Context: an optimization exercise on an open-source flow, tuned for small area and a short achievable clock period. The choices shown serve that exercise and are no tape-out recipe. Where RTL was checked, it was by simulation tests only, not by an equivalence proof against the original. Power and IR drop assume default switching activity.

Setup of before:
// pcpu
module pcpu(
    input clock,
    input enable,
    input reset,
    input start,
    input [15:0] i_datain,
    input [15:0] d_datain,
    output [7:0] i_addr,
    output [7:0] d_addr,
    output d_we,
    output [15:0] d_dataout
    );
    reg state;
    wire run = (state == 1'b1);
    reg w_halt;
    always @(posedge clock)
        if (reset)
            state <= 1'b0;
        else if (!run)
            state <= enable & start;
        else
            state <= enable & ~w_halt;
    reg [15:0] gr[0:7];
    reg [15:0] wdata;
    reg w_we;
    reg [2:0] w_dst;
    genvar g;
    generate
        for (g = 0; g < 8; g = g + 1) begin : rf
            always @(posedge clock)
                if (reset | (run & w_we & (w_dst == g)))
                    gr[g] <= wdata;
        end
    endgenerate
    reg [7:0] pc;
    reg [4:0] id_op;
    reg [10:0] id_f;
    reg [15:0] mem_c;
    wire taken;
    always @(posedge clock or posedge reset)
        if (reset) begin
            pc <= 8'b0;
            id_op <= 5'b0_0000;
        end else if (run) begin
            pc <= taken ? mem_c[7:0] : pc + 8'd1;
            id_op <= i_datain[15:11];
        end
    wire [4:0] f_op = i_datain[15:11];
  ...
clock: 5.0 ns
lec_check: 0
abc_area: 1
cap_margin: 0
core_margin: 2
core_utilization: 40
cts_cluster_diameter: 100
cts_cluster_size: 20
setup_slack_margin: 2.8
slew_margin: 0
standard.sh (not shown) runs the stock make flow with config.mk's settings and CLKGATE_MAP_FILE= SYNTH_SCRIPT=/design/flow/synth_recipe.tcl, a recipe that flattens the netlist after the stock synthesis.
==> flow/flow/run.sh <==
#!/bin/bash
# The standard layout, with the port buffers made of buf_2 cells instead of the
# resizer's default pick; each tool's output is in flow.log here.
set -euo pipefail
bash standard.sh BUFFER_PORTS_ARGS="-buffer_cell sky130_fd_sc_hd__buf_2" finish > flow.log 2>&1
before ran to completion and came out clean on the timing, DRC and antenna checks.
For after, these inputs were changed with respect to before:
-- flow/design.v --
<<< before, line 88
        port_q = 16'b0;
        for (r = 0; r < 8; r = r + 1) begin
            port_a = port_a | (gr[r] & {16{(id_sa == r) & ~d_jump}});
            port_q = port_q | (gr[r] & {16{id_sq == r}});
        end
>>> after, line 88
        port_q = 16'b0;
        for (r = 0; r < 8; r = r + 1) begin
            port_a = port_a | (gr[r] & {16{id_sa == r}});
            port_q = port_q | (gr[r] & {16{id_sq == r}});
        end
<<< before, line 101
    wire [15:0] a_next;
    assign a_next[15:8] = d_shl ? rev_a[15:8] : d_store ? port_q[7:0] : port_a[15:8];
    assign a_next[7:0]  = d_shl ? rev_a[7:0] : port_a[7:0];
    wire [15:0] b_val;
    assign b_val[3:0]  = d_r3 ? port_q[3:0] : d_hi ? 4'b0 : imm[3:0];
>>> after, line 101
    wire [15:0] a_next;
    assign a_next[15:8] = d_shl ? rev_a[15:8] : d_store ? port_q[7:0] : port_a[15:8];
    assign a_next[7:0]  = d_jump ? 8'b0 : d_shl ? rev_a[7:0] : port_a[7:0];
    wire [15:0] b_val;
    assign b_val[3:0]  = d_r3 ? port_q[3:0] : d_hi ? 4'b0 : imm[3:0];
<<< before, line 155
    reg [2:0] m_k;
    always @(posedge clock)
        if (run) begin
            mem_c[7:0] <= alu[7:0];
            mem_c[15:8] <= ex_st ? ex_b[15:8] : alu[15:8];
            smdr1 <= ex_a[15:8];
            m_dst <= ex_dst;
        end
    always @(posedge clock or posedge reset)
>>> after, line 155
    reg [2:0] m_k;
    always @(posedge clock)
        if (run)
            m_dst <= ex_dst;
    always @(posedge clock or posedge reset)
        if (reset) begin
            mem_c <= 16'b0;
            smdr1 <= 8'b0;
        end else if (run) begin
            mem_c[7:0] <= alu[7:0];
            mem_c[15:8] <= ex_st ? ex_b[15:8] : alu[15:8];
            smdr1 <= ex_a[15:8];
        end
    always @(posedge clock or posedge reset)
Notes after the runs:
Changes observed in after relative to before: count of buffers added by post-CTS timing repair for setup -11%; largest fanout on the critical path +5; count of clock-buffer cells in the layout +4.
Looking at estimated wirelength of the detail-placed design across after and before, the one that comes out higher is after.
before has lower number of multi-input logic gates than after.
| non-clock inverter total of the final layout | after vs before | 8 lower |
| number of placed instances with taps included | after vs before | 1.5% higher |
Reported clock group power, after vs before: up by a little under 10%
met5 as the topmost layer with routed signal wires was reported by after, and met4 by before.
The total die area was comparable across after and before.
Looking at proportion of cell area spent on the clock network, after sits 0.35 points higher than before does.
after vs before: cell area up in after
No functional check of the RTL was part of any run of this note.

* * *

The RTL this note starts from:
==> flow/design.v <==
`timescale 1ns / 1ps
module pcpu(
    input clock,
    input enable,
    input reset,
    input start,
    input [15:0] i_datain,
    input [15:0] d_datain,
    output [7:0] i_addr,
    output [7:0] d_addr,
    output d_we,
    output [15:0] d_dataout
    );
    reg state;
    wire run = (state == 1'b1);
    reg w_halt;
    always @(posedge clock)
        if (reset)
            state <= 1'b0;
        else if (!run)
            state <= enable & start;
        else
            state <= enable & ~w_halt;
    reg [15:0] gr[0:7];
    reg [15:0] wdata;
    reg w_we;
    reg [2:0] w_dst;
    genvar g;
    generate
        for (g = 0; g < 8; g = g + 1) begin : rf
            always @(posedge clock)
                if (reset | (run & w_we & (w_dst == g)))
                    gr[g] <= wdata;
        end
    endgenerate
    reg [7:0] pc;
    reg [4:0] id_op;
    reg [10:0] id_f;
    reg [15:0] mem_c;
    wire taken;
    always @(posedge clock or posedge reset)
        if (reset) begin
            pc <= 8'b0;
            id_op <= 5'b0_0000;
        end else if (run) begin
            pc <= taken ? mem_c[7:0] : pc + 8'd1;
            id_op <= i_datain[15:11];
        end
    wire [4:0] f_op = i_datain[15:11];
    wire f_r1 = (f_op == 5'b1_0000) | (f_op == 5'b1_0011) | (f_op == 5'b0_1001) | (f_op == 5'b0_1011)
              | (f_op == 5'b1_1001) | (f_op[4:3] == 2'b11 && f_op[2:1] != 2'b00);
    wire f_store = (f_op == 5'b0_0011);
    reg [2:0] id_sa, id_sq;
    always @(posedge clock)
        if (run) begin
            id_f <= i_datain[10:0];
            id_sa <= f_r1 ? i_datain[10:8] : i_datain[6:4];
            id_sq <= f_store ? i_datain[10:8] : i_datain[2:0];
        end
    wire [4:0] op = id_op;
    wire [2:0] r1 = id_f[10:8];
    wire [7:0] imm = id_f[7:0];
    wire d_jump  = (op == 5'b1_1000);
    wire d_store = (op == 5'b0_0011);
    wire d_load  = (op == 5'b0_0010);
    wire d_shl   = (op == 5'b0_0100) | (op == 5'b0_0101);
    wire d_shr   = (op == 5'b0_0110) | (op == 5'b0_0111);
    wire d_and   = (op == 5'b0_1101);
    wire d_or    = (op == 5'b0_1110);
    wire d_xor   = (op == 5'b0_1111);
    wire d_subc  = (op == 5'b1_0010);
    wire d_addc  = (op == 5'b1_0001);
    wire d_sub   = (op == 5'b0_1010) | (op == 5'b0_1011) | (op == 5'b0_1100) | (op == 5'b1_0011);
    wire d_r3    = (op == 5'b0_1000) | (op == 5'b1_0001) | (op == 5'b0_1010) | (op == 5'b1_0010)
                 | (op == 5'b0_1100) | (op == 5'b0_1101) | (op == 5'b0_1110) | (op == 5'b0_1111);
    wire d_hi    = (op == 5'b1_0000) | (op == 5'b1_0011);
    wire d_v3    = d_load | d_store | d_shl | d_shr;
    wire d_fl    = d_shl | d_shr | d_and | d_or | d_xor | d_sub | d_subc | d_addc
                 | (op == 5'b0_1000) | (op == 5'b0_1001) | (op == 5'b1_0000);
    wire d_wr    = d_fl & (op != 5'b0_1100) | d_load;
    wire d_br    = (op[4:3] == 2'b11);
    wire d_halt  = (op == 5'b0_0001);
    wire [15:0] port_a = gr[id_sa];
    wire [15:0] port_q = gr[id_sq];
    wire [15:0] rev_a;
    genvar k;
    generate
        for (k = 0; k < 16; k = k + 1) begin : rv
            assign rev_a[k] = port_a[15 - k];
        end
    endgenerate
    wire [15:0] a_next;
    assign a_next[15:8] = d_shl ? rev_a[15:8] : d_store ? port_q[7:0] : port_a[15:8];
    assign a_next[7:0]  = d_jump ? 8'b0 : d_shl ? rev_a[7:0] : port_a[7:0];
    wire [15:0] b_val;
    assign b_val[3:0]  = d_r3 ? port_q[3:0] : d_hi ? 4'b0 : imm[3:0];
    assign b_val[7:4]  = d_r3 ? port_q[7:4] : (d_hi | d_v3) ? 4'b0 : imm[7:4];
    assign b_val[15:8] = (d_r3 | d_store) ? port_q[15:8] : d_hi ? imm : 8'b0;
    wire d_neg = d_sub | d_subc;
    reg [15:0] ex_a, ex_b;
    reg ex_and, ex_or, ex_xor, ex_shl, ex_shr, ex_ca, ex_cb;
    reg ex_ld;
    reg [2:0] ex_dst;
    reg ex_fl, ex_st, ex_br, ex_halt, ex_we;
    always @(posedge clock)
        if (run) begin
            ex_a <= a_next;
            ex_b <= d_neg ? ~b_val : b_val;
            ex_and <= d_and;
            ex_or <= d_or;
            ex_xor <= d_xor;
            ex_shl <= d_shl;
            ex_shr <= d_shr;
            ex_ca <= d_addc | d_subc;
            ex_cb <= d_neg;
            ex_ld <= d_load;
            ex_dst <= d_br ? op[2:0] : r1;
        end
    always @(posedge clock or posedge reset)
        if (reset) begin
            ex_fl <= 1'b0;
            ex_st <= 1'b0;
            ex_br <= 1'b0;
            ex_halt <= 1'b0;
            ex_we <= 1'b0;
        end else if (run) begin
            ex_fl <= d_fl;
            ex_st <= d_store;
            ex_br <= d_br;
            ex_halt <= d_halt;
            ex_we <= d_wr;
        end
    reg zf, nf, cf;
    wire ex_add = ~(ex_and | ex_or | ex_xor | ex_shl | ex_shr);
    wire cin = ex_ca ? (cf ^ ex_cb) : ex_cb;
    wire [17:0] sum18 = {1'b0, ex_a, 1'b1} + {1'b0, ex_b, cin};
    wire [15:0] sum = sum18[16:1];
    wire cout = sum18[17];
    wire [16:0] sh = {ex_a, cf} >> ex_b[3:0];
    reg [15:0] alu;
    integer j;
    always @(*)
        for (j = 0; j < 16; j = j + 1)
            alu[j] = (ex_add & sum[j])
                   | (ex_and & (ex_a[j] & ex_b[j]))
                   | (ex_or  & (ex_a[j] | ex_b[j]))
                   | (ex_xor & (ex_a[j] ^ ex_b[j]))
                   | (ex_shl & sh[16 - j])
                   | (ex_shr & sh[j + 1]);
    wire cf_next = (ex_add & (cout ^ ex_cb)) | ((ex_shl | ex_shr) & sh[0]);
    reg [7:0] smdr1;
    reg m_ld;
    reg [2:0] m_dst;
    reg dw, m_fl, m_br, m_halt, m_we;
    always @(posedge clock)
        if (run) begin
            mem_c[7:0] <= alu[7:0];
            mem_c[15:8] <= ex_st ? ex_b[15:8] : alu[15:8];
            smdr1 <= ex_a[15:8];
            m_ld <= ex_ld;
            m_dst <= ex_dst;
        end
    always @(posedge clock or posedge reset)
        if (reset) begin
            cf <= 1'b0;
            dw <= 1'b0;
            m_fl <= 1'b0;
            m_br <= 1'b0;
            m_halt <= 1'b0;
            m_we <= 1'b0;
        end else if (run) begin
            if (ex_fl)
                cf <= cf_next;
            dw <= ex_st;
            m_fl <= ex_fl;
            m_br <= ex_br;
            m_halt <= ex_halt;
            m_we <= ex_we;
        end
    wire flag = m_dst[2] ? (m_dst[1] ? cf : nf) : zf;
    assign taken = m_br & ((m_dst[2:1] == 2'b00) | (flag ^ m_dst[0]));
    assign i_addr = pc;
    assign d_addr = mem_c[7:0];
    assign d_we = dw;
    assign d_dataout = {mem_c[15:8], smdr1};
    always @(posedge clock or posedge reset)
        if (reset) begin
            zf <= 1'b0;
            nf <= 1'b0;
            wdata <= 16'b0;
            w_halt <= 1'b0;
            w_we <= 1'b0;
        end else if (run) begin
            if (m_fl) begin
                zf <= (mem_c == 16'b0);
                nf <= mem_c[15];
            end
            wdata <= m_ld ? d_datain : mem_c;
            w_halt <= m_halt;
            w_we <= m_we;
        end
    always @(posedge clock)
        if (run)
            w_dst <= m_dst;
endmodule
Settings: LEC_CHECK=0, ABC_AREA=1, CAP_MARGIN=0, CORE_MARGIN=2, CORE_UTILIZATION=40, CTS_CLUSTER_DIAMETER=100, CTS_CLUSTER_SIZE=20, SETUP_SLACK_MARGIN=2.8, SLEW_MARGIN=0; clock period 5.0 ns.
Scripts as last shown in full above: flow/flow/run.sh
==> next run, changes <==
--- a/flow/design.v
+++ b/flow/design.v
@@ -89,33 +89,35 @@
             assign rev_a[k] = port_a[15 - k];
         end
     endgenerate
     wire [15:0] a_next;
-    assign a_next[15:8] = d_shl ? rev_a[15:8] : d_store ? port_q[7:0] : port_a[15:8];
+    assign a_next[15:8] = d_shl ? rev_a[15:8] : port_a[15:8];
     assign a_next[7:0]  = d_jump ? 8'b0 : d_shl ? rev_a[7:0] : port_a[7:0];
     wire [15:0] b_val;
     assign b_val[3:0]  = d_r3 ? port_q[3:0] : d_hi ? 4'b0 : imm[3:0];
-    assign b_val[7:4]  = d_r3 ? port_q[7:4] : (d_hi | d_v3) ? 4'b0 : imm[7:4];
+    assign b_val[7:4]  = (d_r3 | d_store) ? port_q[7:4] : (d_hi | d_v3) ? 4'b0 : imm[7:4];
     assign b_val[15:8] = (d_r3 | d_store) ? port_q[15:8] : d_hi ? imm : 8'b0;
     wire d_neg = d_sub | d_subc;
     reg [15:0] ex_a, ex_b;
-    reg ex_and, ex_or, ex_xor, ex_shl, ex_shr, ex_ca, ex_cb;
+    reg ex_add, ex_and, ex_or, ex_xor, ex_shl, ex_shr, ex_ca, ex_cb;
     reg ex_ld;
-    reg [2:0] ex_dst;
+    reg [2:0] ex_brt, ex_dst;
     reg ex_fl, ex_st, ex_br, ex_halt, ex_we;
     always @(posedge clock)
         if (run) begin
             ex_a <= a_next;
             ex_b <= d_neg ? ~b_val : b_val;
+            ex_add <= ~(d_and | d_or | d_xor | d_shl | d_shr);
             ex_and <= d_and;
             ex_or <= d_or;
             ex_xor <= d_xor;
             ex_shl <= d_shl;
             ex_shr <= d_shr;
             ex_ca <= d_addc | d_subc;
             ex_cb <= d_neg;
             ex_ld <= d_load;
-            ex_dst <= d_br ? op[2:0] : r1;
+            ex_brt <= {op[2:1], d_store ? port_q[3] : op[0]};
+            ex_dst <= d_store ? port_q[2:0] : r1;
         end
     always @(posedge clock or posedge reset)
         if (reset) begin
             ex_fl <= 1'b0;
@@ -130,11 +132,11 @@
             ex_halt <= d_halt;
             ex_we <= d_wr;
         end
     reg zf, nf, cf;
-    wire ex_add = ~(ex_and | ex_or | ex_xor | ex_shl | ex_shr);
     wire cin = ex_ca ? (cf ^ ex_cb) : ex_cb;
-    wire [17:0] sum18 = {1'b0, ex_a, 1'b1} + {1'b0, ex_b, cin};
+    wire [15:0] b_add = {ex_b[15:8], ex_b[7:4] & {4{~ex_st}}, ex_b[3:0]};
+    wire [17:0] sum18 = {1'b0, ex_a, 1'b1} + {1'b0, b_add, cin};
     wire [15:0] sum = sum18[16:1];
     wire cout = sum18[17];
     wire [16:0] sh = {ex_a, cf} >> ex_b[3:0];
     reg [15:0] alu;
@@ -149,16 +151,17 @@
                    | (ex_shr & sh[j + 1]);
     wire cf_next = (ex_add & (cout ^ ex_cb)) | ((ex_shl | ex_shr) & sh[0]);
     reg [7:0] smdr1;
     reg m_ld;
-    reg [2:0] m_dst;
+    reg [2:0] m_brt, m_dst;
     reg dw, m_fl, m_br, m_halt, m_we;
     always @(posedge clock)
         if (run) begin
             mem_c[7:0] <= alu[7:0];
             mem_c[15:8] <= ex_st ? ex_b[15:8] : alu[15:8];
-            smdr1 <= ex_a[15:8];
+            smdr1 <= {ex_b[7:4], ex_brt[0], ex_dst};
             m_ld <= ex_ld;
+            m_brt <= ex_brt;
             m_dst <= ex_dst;
         end
     always @(posedge clock or posedge reset)
         if (reset) begin
@@ -176,10 +179,10 @@
             m_br <= ex_br;
             m_halt <= ex_halt;
             m_we <= ex_we;
         end
-    wire flag = m_dst[2] ? (m_dst[1] ? cf : nf) : zf;
-    assign taken = m_br & ((m_dst[2:1] == 2'b00) | (flag ^ m_dst[0]));
+    wire flag = m_brt[2] ? (m_brt[1] ? cf : nf) : zf;
+    assign taken = m_br & ((m_brt[2:1] == 2'b00) | (flag ^ m_brt[0]));
     assign i_addr = pc;
     assign d_addr = mem_c[7:0];
     assign d_we = dw;
     assign d_dataout = {mem_c[15:8], smdr1};
After rerunning: Die area rose slightly. Routed wire length drops slightly. Combinational power is higher by a few percent. Setup slack loses 0.14 ns. Hold slack got worse by 0.015 ns. Cell count grows by a few percent. Maximum frequency falls by a few percent. Final area increases by a few percent. Power rose slightly. Core utilization rises by 0.71 points. Clock power climbs by a few percent.

## afterwards: timing with drivers on the ports
Ports are ideal in the flow. The routed layouts listed here were re-timed in OpenROAD. Step 1 assumes that a clkbuf_16 drives the clock port and a buf_2 every other input. Step 2 also shifts input and output timing later by t, the mid clock arrival at the registers, as if the neighbouring blocks saw the same clock. Slacks: ideal / step 1 / step 2; pairs: ideal / step 1.
run	t, ns	setup slack, ns	hold WS [ns]	worst slew at a driven data input, ns
before	0.563	2.748 / 2.699 / 2.693	0.427 / 0.427 / 0.427	0.04
after	0.571	2.778 / 2.751 / 2.559	0.426 / 0.426 / 0.426	0.04
the first run of note 2	0.557	2.772 / 2.772 / 2.652	0.432 / 0.432 / 0.432	0.04
the second run of note 2	0.566	2.630 / 2.630 / 2.527	0.418 / 0.418 / 0.418	0.04
After both steps every run listed still meets setup and hold. The setup slack of after, which loses most, moves by -0.027 ns with the drivers and by -0.219 ns with both steps.
